From an optimization exercise on the open Yosys and OpenROAD flow, aimed at small area; shortcuts taken in it are not production practice. The RTL was checked by simulation tests, not by an equivalence proof against the original design. Power figures rest on the tool's default switching activity, not on a simulated workload.

== red ==
## axi_cfg_register
module axi_cfg_register #
(
  parameter integer CFG_DATA_WIDTH = 1024,
  parameter integer AXI_DATA_WIDTH = 32,
  parameter integer AXI_ADDR_WIDTH = 32,
  parameter [CFG_DATA_WIDTH/AXI_DATA_WIDTH-1:0] NON_REG_MASK = 'h0
)
(
  input  wire                        aclk,
  input  wire                        aresetn,
  output wire [CFG_DATA_WIDTH-1:0]   cfg_data,
  input  wire [AXI_ADDR_WIDTH-1:0]   s_axi_awaddr,   
  input  wire                        s_axi_awvalid,  
  output wire                        s_axi_awready,  
  input  wire [AXI_DATA_WIDTH-1:0]   s_axi_wdata,    
  input  wire [AXI_DATA_WIDTH/8-1:0] s_axi_wstrb,    
  input  wire                        s_axi_wvalid,   
  output wire                        s_axi_wready,   
  output wire [1:0]                  s_axi_bresp,    
  output wire                        s_axi_bvalid,   
  input  wire                        s_axi_bready,   
  input  wire [AXI_ADDR_WIDTH-1:0]   s_axi_araddr,   
  input  wire                        s_axi_arvalid,  
  output wire                        s_axi_arready,  
  output wire [AXI_DATA_WIDTH-1:0]   s_axi_rdata,    
  output wire [1:0]                  s_axi_rresp,    
  output wire                        s_axi_rvalid,   
  input  wire                        s_axi_rready    
);
  localparam integer NW = CFG_DATA_WIDTH/AXI_DATA_WIDTH;
  wire       wvalid = s_axi_awvalid & s_axi_wvalid;
  wire [4:0] widx   = s_axi_awaddr[6:2];
  wire [4:0] ridx   = s_axi_araddr[6:2];
  reg  [CFG_DATA_WIDTH-1:0] cfg_reg;
  wire [CFG_DATA_WIDTH-1:0] cfg_next;
  wire [NW*4-1:0]           ld, hd;
  ...
Size in the first run: ~3000 cells after synthesis, roughly 1100 flip-flops, roughly 1200 I/O pins, about 0.036 mm² of cells after synthesis.
==> flow/config.mk <==
export PLATFORM = sky130hd
export DESIGN_NAME = axi_cfg_register
export DESIGN_NICKNAME = axi_cfg_register
export VERILOG_FILES = /design/flow/design.v
export SDC_FILE = /design/flow/constraint.sdc
export NUM_CORES = 4
export LEC_CHECK = 0
export CAP_MARGIN = 20
export CORE_AREA = 90 90 340 340
export DIE_AREA = 0 0 430 430
export GPL_TIMING_DRIVEN = 0
export PLACE_DENSITY = 0.75
export SLEW_MARGIN = 20
export SYNTH_HIERARCHICAL = 1
export SYNTH_MINIMUM_KEEP_SIZE = 0
==> flow/constraint.sdc <==
create_clock -name core_clock -period 8.0 [get_ports {aclk}]
set_input_delay 1.6000 -clock core_clock [delete_from_list [all_inputs] [get_ports {aclk}]]
set_output_delay 1.6000 -clock core_clock [all_outputs]
set_load 0.01 [all_outputs]
standard.sh (not shown) runs the stock make flow with config.mk's settings and CLKGATE_MAP_FILE= SYNTH_SCRIPT=/design/flow/synth_recipe.tcl, a recipe that flattens the netlist after the stock synthesis.
==> flow/flow/run.sh <==
#!/bin/bash
# The standard layout (standard.sh: unchanged synthesis, floorplan, power grid and
# tap cells), with two changes:
# - the buffers that global placement puts on every input and output port are
#   the smallest plain buffer, buf_1, rather than the cell OpenROAD picks;
# - clock tree synthesis uses set leaf clusters (size and diameter below) and
#   inserts no dummy loads.
set -euo pipefail
export BUFFER_PORTS_ARGS="-buffer_cell sky130_fd_sc_hd__buf_1"
export CTS_ARGS="-sink_clustering_enable -repair_clock_nets -dont_use_dummy_load -buf_list {sky130_fd_sc_hd__clkbuf_8} -sink_clustering_size 16 -sink_clustering_max_diameter 50"
bash standard.sh > standard.log 2>&1
In summary, red completed successfully, with a layout that passed the timing, DRC and antenna checks.
Modified inputs, blue compared to red
- a deleted GPL_TIMING_DRIVEN that had been 0
Findings:
- Changes observed in blue relative to red: clock share of power higher, final standard cell utilization of the core lower, highest cell delay on the worst timing path lower, number of detailed-route iterations in the first pass higher, global-route usage lower.
- The flow did not stop early for blue: all stages ran, and the layout cleared the timing, DRC and antenna checks.
- Row required time at the worst-slack endpoint: blue lower / red higher
- [compare] base=red new=blue: combinational share of power decreased by 0.6 points relative to the old numbers, maximum clock path buffer count closely matched the old numbers, count of antenna diodes in the layout decreased by 3 relative to the old numbers.
- blue vs red: final routed wirelength across all metal layers down in blue
The inputs of green differ from those of blue as listed below.
- changing CORE_AREA from 90 90 340 340 to 97 97 333 333
- changing PLACE_DENSITY from 0.75 to 0.8
[summary]
green: done, clean on timing, DRC and antenna. When green is measured against blue, its final standard cell count with taps included and fillers excluded turns out 97 lower. Summary of green over blue: cell area now sits lower, row count lost 5.5%, setup slack on the worst flop-to-flop path went up, setup slack has decreased. Of the two candidates, blue has the worse power and green the better one. [compare] base=blue new=green: count of clock-net buffers in the final layout shrank by 7.3%; wire length of the first global-routing pass now larger.


## wip/nickel
The RTL this note starts from:
==> flow/design.v <==
`timescale 1 ns / 1 ps
module FDRE #
(
  parameter [0:0] INIT = 1'b0
)
(
  output reg Q,
  input  wire C,
  input  wire CE,
  input  wire R,
  input  wire D
);
  always @(posedge C)
  begin
    if(R)
      Q <= 1'b0;
    else if(CE)
      Q <= D;
  end
endmodule
`timescale 1 ns / 1 ps
module axi_cfg_register #
(
  parameter integer CFG_DATA_WIDTH = 1024,
  parameter integer AXI_DATA_WIDTH = 32,
  parameter integer AXI_ADDR_WIDTH = 32,
  parameter [CFG_DATA_WIDTH/AXI_DATA_WIDTH-1:0] NON_REG_MASK = 'h0
)
(
  input  wire                        aclk,
  input  wire                        aresetn,
  output wire [CFG_DATA_WIDTH-1:0]   cfg_data,
  input  wire [AXI_ADDR_WIDTH-1:0]   s_axi_awaddr,   
  input  wire                        s_axi_awvalid,  
  output wire                        s_axi_awready,  
  input  wire [AXI_DATA_WIDTH-1:0]   s_axi_wdata,    
  input  wire [AXI_DATA_WIDTH/8-1:0] s_axi_wstrb,    
  input  wire                        s_axi_wvalid,   
  output wire                        s_axi_wready,   
  output wire [1:0]                  s_axi_bresp,    
  output wire                        s_axi_bvalid,   
  input  wire                        s_axi_bready,   
  input  wire [AXI_ADDR_WIDTH-1:0]   s_axi_araddr,   
  input  wire                        s_axi_arvalid,  
  output wire                        s_axi_arready,  
  output wire [AXI_DATA_WIDTH-1:0]   s_axi_rdata,    
  output wire [1:0]                  s_axi_rresp,    
  output wire                        s_axi_rvalid,   
  input  wire                        s_axi_rready    
);
  localparam integer NW = CFG_DATA_WIDTH/AXI_DATA_WIDTH;
  wire       wvalid = s_axi_awvalid & s_axi_wvalid;
  wire [4:0] widx   = s_axi_awaddr[6:2];
  wire [4:0] ridx   = s_axi_araddr[6:2];
  reg  [CFG_DATA_WIDTH-1:0] cfg_reg;
  wire [CFG_DATA_WIDTH-1:0] cfg_next;
  reg  [NW*4-1:0]           ld, hd;
  reg                       bvalid_reg, rvalid_reg;
  reg  [AXI_DATA_WIDTH-1:0] rdata_reg;
  wire [AXI_DATA_WIDTH-1:0] rdata_next;
  reg  [NW:0]               rsel;
  wire [(NW+1)*AXI_DATA_WIDTH-1:0] rsrc;
  wire [11*AXI_DATA_WIDTH-1:0]     rterm;
  integer j, b;
  genvar g, k;
  always @*
  begin
    for(j = 0; j < NW; j = j + 1)
      for(b = 0; b < 4; b = b + 1)
      begin
        ld[j*4+b] = aresetn & wvalid & (widx == j) & s_axi_wstrb[b];
        hd[j*4+b] = aresetn & ~(wvalid & (widx == j) & s_axi_wstrb[b]);
      end
    for(j = 0; j < NW; j = j + 1)
      rsel[j] = aresetn & s_axi_arvalid & (ridx == j);
    rsel[NW] = aresetn & ~s_axi_arvalid;
  end
  generate
    for(g = 0; g < CFG_DATA_WIDTH; g = g + 1)
    begin : BITS
      cfg_bit_mux u_mux (
        .ld(ld[g/8]), .hd(hd[g/8]), .w(s_axi_wdata[g%32]), .q(cfg_reg[g]), .d(cfg_next[g])
      );
    end
    assign rsrc = {rdata_reg, cfg_reg};
    for(k = 0; k < AXI_DATA_WIDTH; k = k + 1)
    begin : RBITS
      for(g = 0; g < 11; g = g + 1)
      begin : TERMS
        rd_aoi3 u_aoi (
          .s0(rsel[3*g]),   .d0(rsrc[(3*g)*32+k]),
          .s1(rsel[3*g+1]), .d1(rsrc[(3*g+1)*32+k]),
          .s2(rsel[3*g+2]), .d2(rsrc[(3*g+2)*32+k]),
          .y(rterm[k*11+g])
        );
      end
      rd_or11 u_or (.n(rterm[k*11+10:k*11]), .y(rdata_next[k]));
    end
  endgenerate
  always @(posedge aclk)
  begin
    cfg_reg   <= cfg_next;
    rdata_reg <= rdata_next;
    bvalid_reg <= aresetn & ~(s_axi_bready & bvalid_reg) & (wvalid | bvalid_reg);
    rvalid_reg <= aresetn & ~(s_axi_rready & rvalid_reg) & (s_axi_arvalid | rvalid_reg);
  end
  assign cfg_data = cfg_reg;
  assign s_axi_bresp = 2'd0;
  assign s_axi_rresp = 2'd0;
  assign s_axi_awready = wvalid;
  assign s_axi_wready = wvalid;
  assign s_axi_bvalid = bvalid_reg;
  assign s_axi_arready = 1'b1;
  assign s_axi_rdata = rdata_reg;
  assign s_axi_rvalid = rvalid_reg;
endmodule
module cfg_bit_mux (
  input  wire ld,
  input  wire hd,
  input  wire w,
  input  wire q,
  output wire d
);
  assign d = (ld & w) | (hd & q);
endmodule
module rd_or11 (
  input  wire [10:0] n,
  output wire        y
);
  wire a, b, c;
  rd_nand4 u_a (.i(n[3:0]), .y(a));
  rd_nand4 u_b (.i(n[7:4]), .y(b));
  rd_nand3 u_c (.i(n[10:8]), .y(c));
  rd_or3   u_y (.i({a, b, c}), .y(y));
endmodule
module rd_nand3 (
  input  wire [2:0] i,
  output wire       y
);
  assign y = ~&i;
endmodule
module rd_or3 (
  input  wire [2:0] i,
  output wire       y
);
  assign y = |i;
endmodule
module rd_nand4 (
  input  wire [3:0] i,
  output wire       y
);
  assign y = ~&i;
endmodule
module rd_aoi3 (
  input  wire s0, d0,
  input  wire s1, d1,
  input  wire s2, d2,
  output wire y
);
  assign y = ~((s0 & d0) | (s1 & d1) | (s2 & d2));
endmodule
export LEC_CHECK = 0
export CAP_MARGIN = 20
export CORE_MARGIN = 2
export CORE_UTILIZATION = 60
export PLACE_DENSITY = 0.72
export SLEW_MARGIN = 20
export SYNTH_HIERARCHICAL = 1
export SYNTH_MINIMUM_KEEP_SIZE = 0
create_clock -name core_clock -period 8.0 [get_ports {aclk}]
run.sh (not shown) runs the stock make flow with config.mk's settings and CLKGATE_MAP_FILE= SYNTH_SCRIPT=/design/flow/synth_recipe.tcl, a recipe that flattens the netlist after the stock synthesis.
Stock flow here: none of the scripts above is used.
I/O pin placement: wip/nickel exited with error
Setup changes, wip/nickel to wip/fjord
Settings: PLACE_DENSITY now 0.8, was 0.72; CORE_UTILIZATION now 70, was 60; CTS_BUF_LIST now sky130_fd_sc_hd__clkbuf_4 sky130_fd_sc_hd__clkbuf_8, previously not set.
==> results.txt <==
wip/fjord: PPL-0024 in I/O pin placement -> run aborted
wip/fjord reports a lower chip width than wip/nickel does.
Diff wip/nickel..wip/fjord | area fraction in compound gates after synthesis | unchanged
Summary: with wip/nickel as the reference, vertical die dimension in wip/fjord moved down by a little under 10%.
Comparing wip/fjord against wip/nickel, there is no change at all in number of register bits inferred by synthesis.
As far as area after synthesis goes, wip/fjord and wip/nickel are indistinguishable; the numbers are identical.
The cell row count in wip/nickel is 1.08 times that in wip/fjord.
As far as share of synthesized flip-flops with an asynchronous set or reset goes, wip/fjord and wip/nickel are indistinguishable; the numbers are identical.

## static timing again, ports no longer ideal
In the flow no input, the clock included, has a driving cell. The finished layouts below were timed again as built, in two steps.
Step 1, drivers: a clkbuf_16 drives aclk and a buf_2 each remaining input, both assumed.
Step 2 also shifts input and output timing later by t, the mid clock arrival at the registers, as if the neighbouring blocks saw the same clock.
Slacks: no drivers / after step 1 / after step 2; pairs: no drivers / after step 1.
run	t (ns)	setup slack, ns	hold slack, ns	worst setup path after step 2
red	0.827	3.477 / 3.380 / 2.679	0.490 / 0.490 / 0.490	input to register
blue	0.841	3.651 / 3.501 / 2.962	0.489 / 0.489 / 0.489	input to register
green	0.832	3.458 / 3.302 / 2.866	0.490 / 0.490 / 0.490	input to register
After both steps setup and hold are still met in every run listed. For red, which loses most, drivers alone change the setup slack by -0.097 ns; drivers and shift together by -0.798 ns.
